From an optimization exercise on the open Yosys and OpenROAD flow, aimed at small area; shortcuts taken in it are not production practice. The RTL was checked by simulation tests, not by an equivalence proof against the original design. The clock input has no modelled driver; a real chip could not lean on it and would need a root buffer or a full tree. Power and IR drop assume default switching activity.

## DigitalSystemDesigning
module DigitalSystemDesigning(
	clk,
	rst,
	sw,
	state_in,
	row,
	col_r,
	col_g,
	seg_row,
	seg_col
);
Size in the first run: roughly 47 I/O pins.
export LEC_CHECK = 0
export CAP_MARGIN = 20
export CORE_MARGIN = 2
export CORE_UTILIZATION = 70
export PLACE_DENSITY = 0.75
export SLEW_MARGIN = 20
create_clock -name core_clock -period 5.0 [get_ports {clk}]
standard.sh (not shown) runs the stock make flow with config.mk's settings and CLKGATE_MAP_FILE= SYNTH_SCRIPT=/design/flow/synth_recipe.tcl, a recipe that flattens the netlist after the stock synthesis.
==> flow/flow/run.sh <==
#!/bin/bash
# Layout flow: the standard ORFS flow (standard.sh) run with private copies
# of the ORFS scripts folder in which two files are replaced:
#  - abc_area.script (selected by ABC_AREA=1): an area-oriented ABC script for
#    the combinational logic (ABC's &deepsyn, then area mapping); adders are
#    also left to ABC (ADDER_MAP_FILE empty). Synthesis runs once for each of
#    four &deepsyn random seeds, and the flow goes on with the smallest
#    netlist. Registers are mapped as in the standard synthesis and keep its
#    cell types and names.
#  - cts.tcl: in place of TritonCTS's H-tree, the clock port drives four
#    clkbuf_8 buffers, each driving the registers of one quarter of them
#    (split at the median x, then at the median y), placed at their centre.
#    The rest of the step (timing repair, detailed placement) is unchanged.
# Ports are buffered with buf_1 cells, and the tie cells are not split per port.
# Each synthesis run logs to synth_s<seed>.log, the rest to standard.log, and
# ORFS's own logs are under orfs/logs.
set -euo pipefail
W=$(pwd)
export ABC_AREA=1
export ADDER_MAP_FILE=
export BUFFER_PORTS_ARGS="-buffer_cell sky130_fd_sc_hd__buf_1"
export FLOW_CLOCK_BUF=sky130_fd_sc_hd__clkbuf_8
export FLOW_CLOCK_GROUPS=4
export SKIP_REPAIR_TIE_FANOUT=1
SEEDS="0 1 2 3"
for s in $SEEDS; do
  rm -rf "$W/scripts_s$s" "$W/orfs_s$s"
  cp -r "$FLOW_HOME/scripts" "$W/scripts_s$s"
  sed "s/SEED/$s/" "$W/flow/abc_area.script" > "$W/scripts_s$s/abc_area.script"
  cp "$W/flow/cts.tcl" "$W/scripts_s$s/cts.tcl"
  sed "s#WORK_HOME=$W/orfs #WORK_HOME=$W/orfs_s$s #" "$W/standard.sh" > "$W/standard_s$s.sh"
  grep -q "WORK_HOME=$W/orfs_s$s " "$W/standard_s$s.sh"
  (SCRIPTS_DIR="$W/scripts_s$s" NUM_CORES=1 bash "$W/standard_s$s.sh" synth > "$W/synth_s$s.log" 2>&1) &
done
wait
best=""
best_area=""
for s in $SEEDS; do
  stat="$W/orfs_s$s/reports/$FLOW_PLATFORM/DigitalSystemDesigning/base/synth_stat.txt"
  area=$(awk '/Chip area for module/ {print $NF}' "$stat")
  echo "seed $s: synthesized area $area"
  if [[ -z "$best" ]] || awk -v a="$area" -v b="$best_area" 'BEGIN {exit !(a < b)}'; then
    best=$s
    best_area=$area
  fi
done
echo "using seed $best"
rm -rf "$W/orfs"
mv "$W/orfs_s$best" "$W/orfs"
export SCRIPTS_DIR="$W/scripts_s$best"
bash standard.sh > standard.log 2>&1
Other scripts of this flow, unchanged in this note and not shown: flow/flow/abc_area.script, flow/flow/cts.tcl
The baseline ran to the end with no violations.
==> next run, changes <==
--- a/flow/design.v
+++ b/flow/design.v
@@ -102,58 +102,59 @@
 			end
 		else
 			y <= b_step(y);
 	reg on_d;
 	always@(posedge clk)
 		on_d <= y_0 || (on_d && !b1_0);
 	wire[3:0] ns = sw ? state_in : 4'b1111;
 	reg[2:0] cur;
 	reg[1:0] prev;
 	reg pend;
+	localparam T10 = 4'b0010;
 	reg[3:0] c10l;
 	reg[3:0] c10r;
 	reg[2:0] c5s;
 	always@(posedge clk)
 		if(rst)
 			c10l <= 0;
 		else if(tick_1Hz)
 			begin
 				if(!pend)
 					c10l <= 0;
 				else if(prev == P_L)
-					c10l <= (c10l == 4'd10) ? 4'd0 : c10l + 1'b1;
+					c10l <= (c10l == T10) ? 4'd0 : {c10l[2:0], !(c10l[3] ^ c10l[2])};
 			end
 	always@(posedge clk)
 		if(rst)
 			c10r <= 0;
 		else if(tick_1Hz)
 			begin
 				if(!pend)
 					c10r <= 0;
 				else if(prev == P_R)
-					c10r <= (c10r == 4'd10) ? 4'd0 : c10r + 1'b1;
+					c10r <= (c10r == T10) ? 4'd0 : {c10r[2:0], !(c10r[3] ^ c10r[2])};
 			end
 	always@(posedge clk)
 		if(rst)
 			c5s <= 0;
 		else if(tick_1Hz)
 			begin
 				if(!pend)
 					c5s <= 0;
 				else if(prev == P_S)
 					c5s <= {c5s[1:0], !c5s[2]};
 			end
 	reg keep;
 	always@(*)
 		case(prev)
-			P_L: keep = pend && (c10l != 4'd10);
-			P_R: keep = pend && (c10r != 4'd10);
+			P_L: keep = pend && (c10l != T10);
+			P_R: keep = pend && (c10r != T10);
 			P_S: keep = pend && (c5s != 3'b100);
 			default: keep = 1'b0;
 		endcase
 	reg[1:0] m;
 	localparam M_GO = 2'd0, M_OFF = 2'd1, M_ACT = 2'd2;
 	always@(posedge clk)
 		if(rst)
 			begin
 				m <= M_GO;
 				prev <= P_GO;
After rerunning: Sequential share of layout area barely changes; fmax is lower by a few percent; worst hold slack got worse by 0.0069 ns; power is higher slightly; synthesized area hardly moves; final cell count is lower slightly; wire length is higher slightly; register-to-register slack improved by 0.22 ns; first-iteration DRC count is lower by about a fifth.
No run of this note takes its clock network from TritonCTS; it comes from the design's own scripts or RTL.

[what the ideal ports hide]
Ports are ideal in the flow. The routed layouts listed here were re-timed in OpenROAD. Step 1, drivers: a clkbuf_16 drives clk and a buf_2 each remaining input, both assumed. Step 2 times the ports against the registers' clock, not the clock port: input delays grow and output delays shrink by t, the midpoint of the rising clock arrivals with the driver on. a / b / c = no drivers / after step 1 / after step 2; a / b = the first two.
run | shift t [ns] | slack for setup (ns) | worst register clock-pin slew, ns | worst data-port slew with drivers (ns) | pins driven straight from the clock port
the first run | 0.212 | 1.594 / 1.539 / 1.751 | 0.10 / 0.10 | 0.03 | 4
the second run | 0.213 | 1.410 / 1.355 / 1.569 | 0.11 / 0.11 | 0.03 | 4
After both steps every run listed still meets setup and hold.
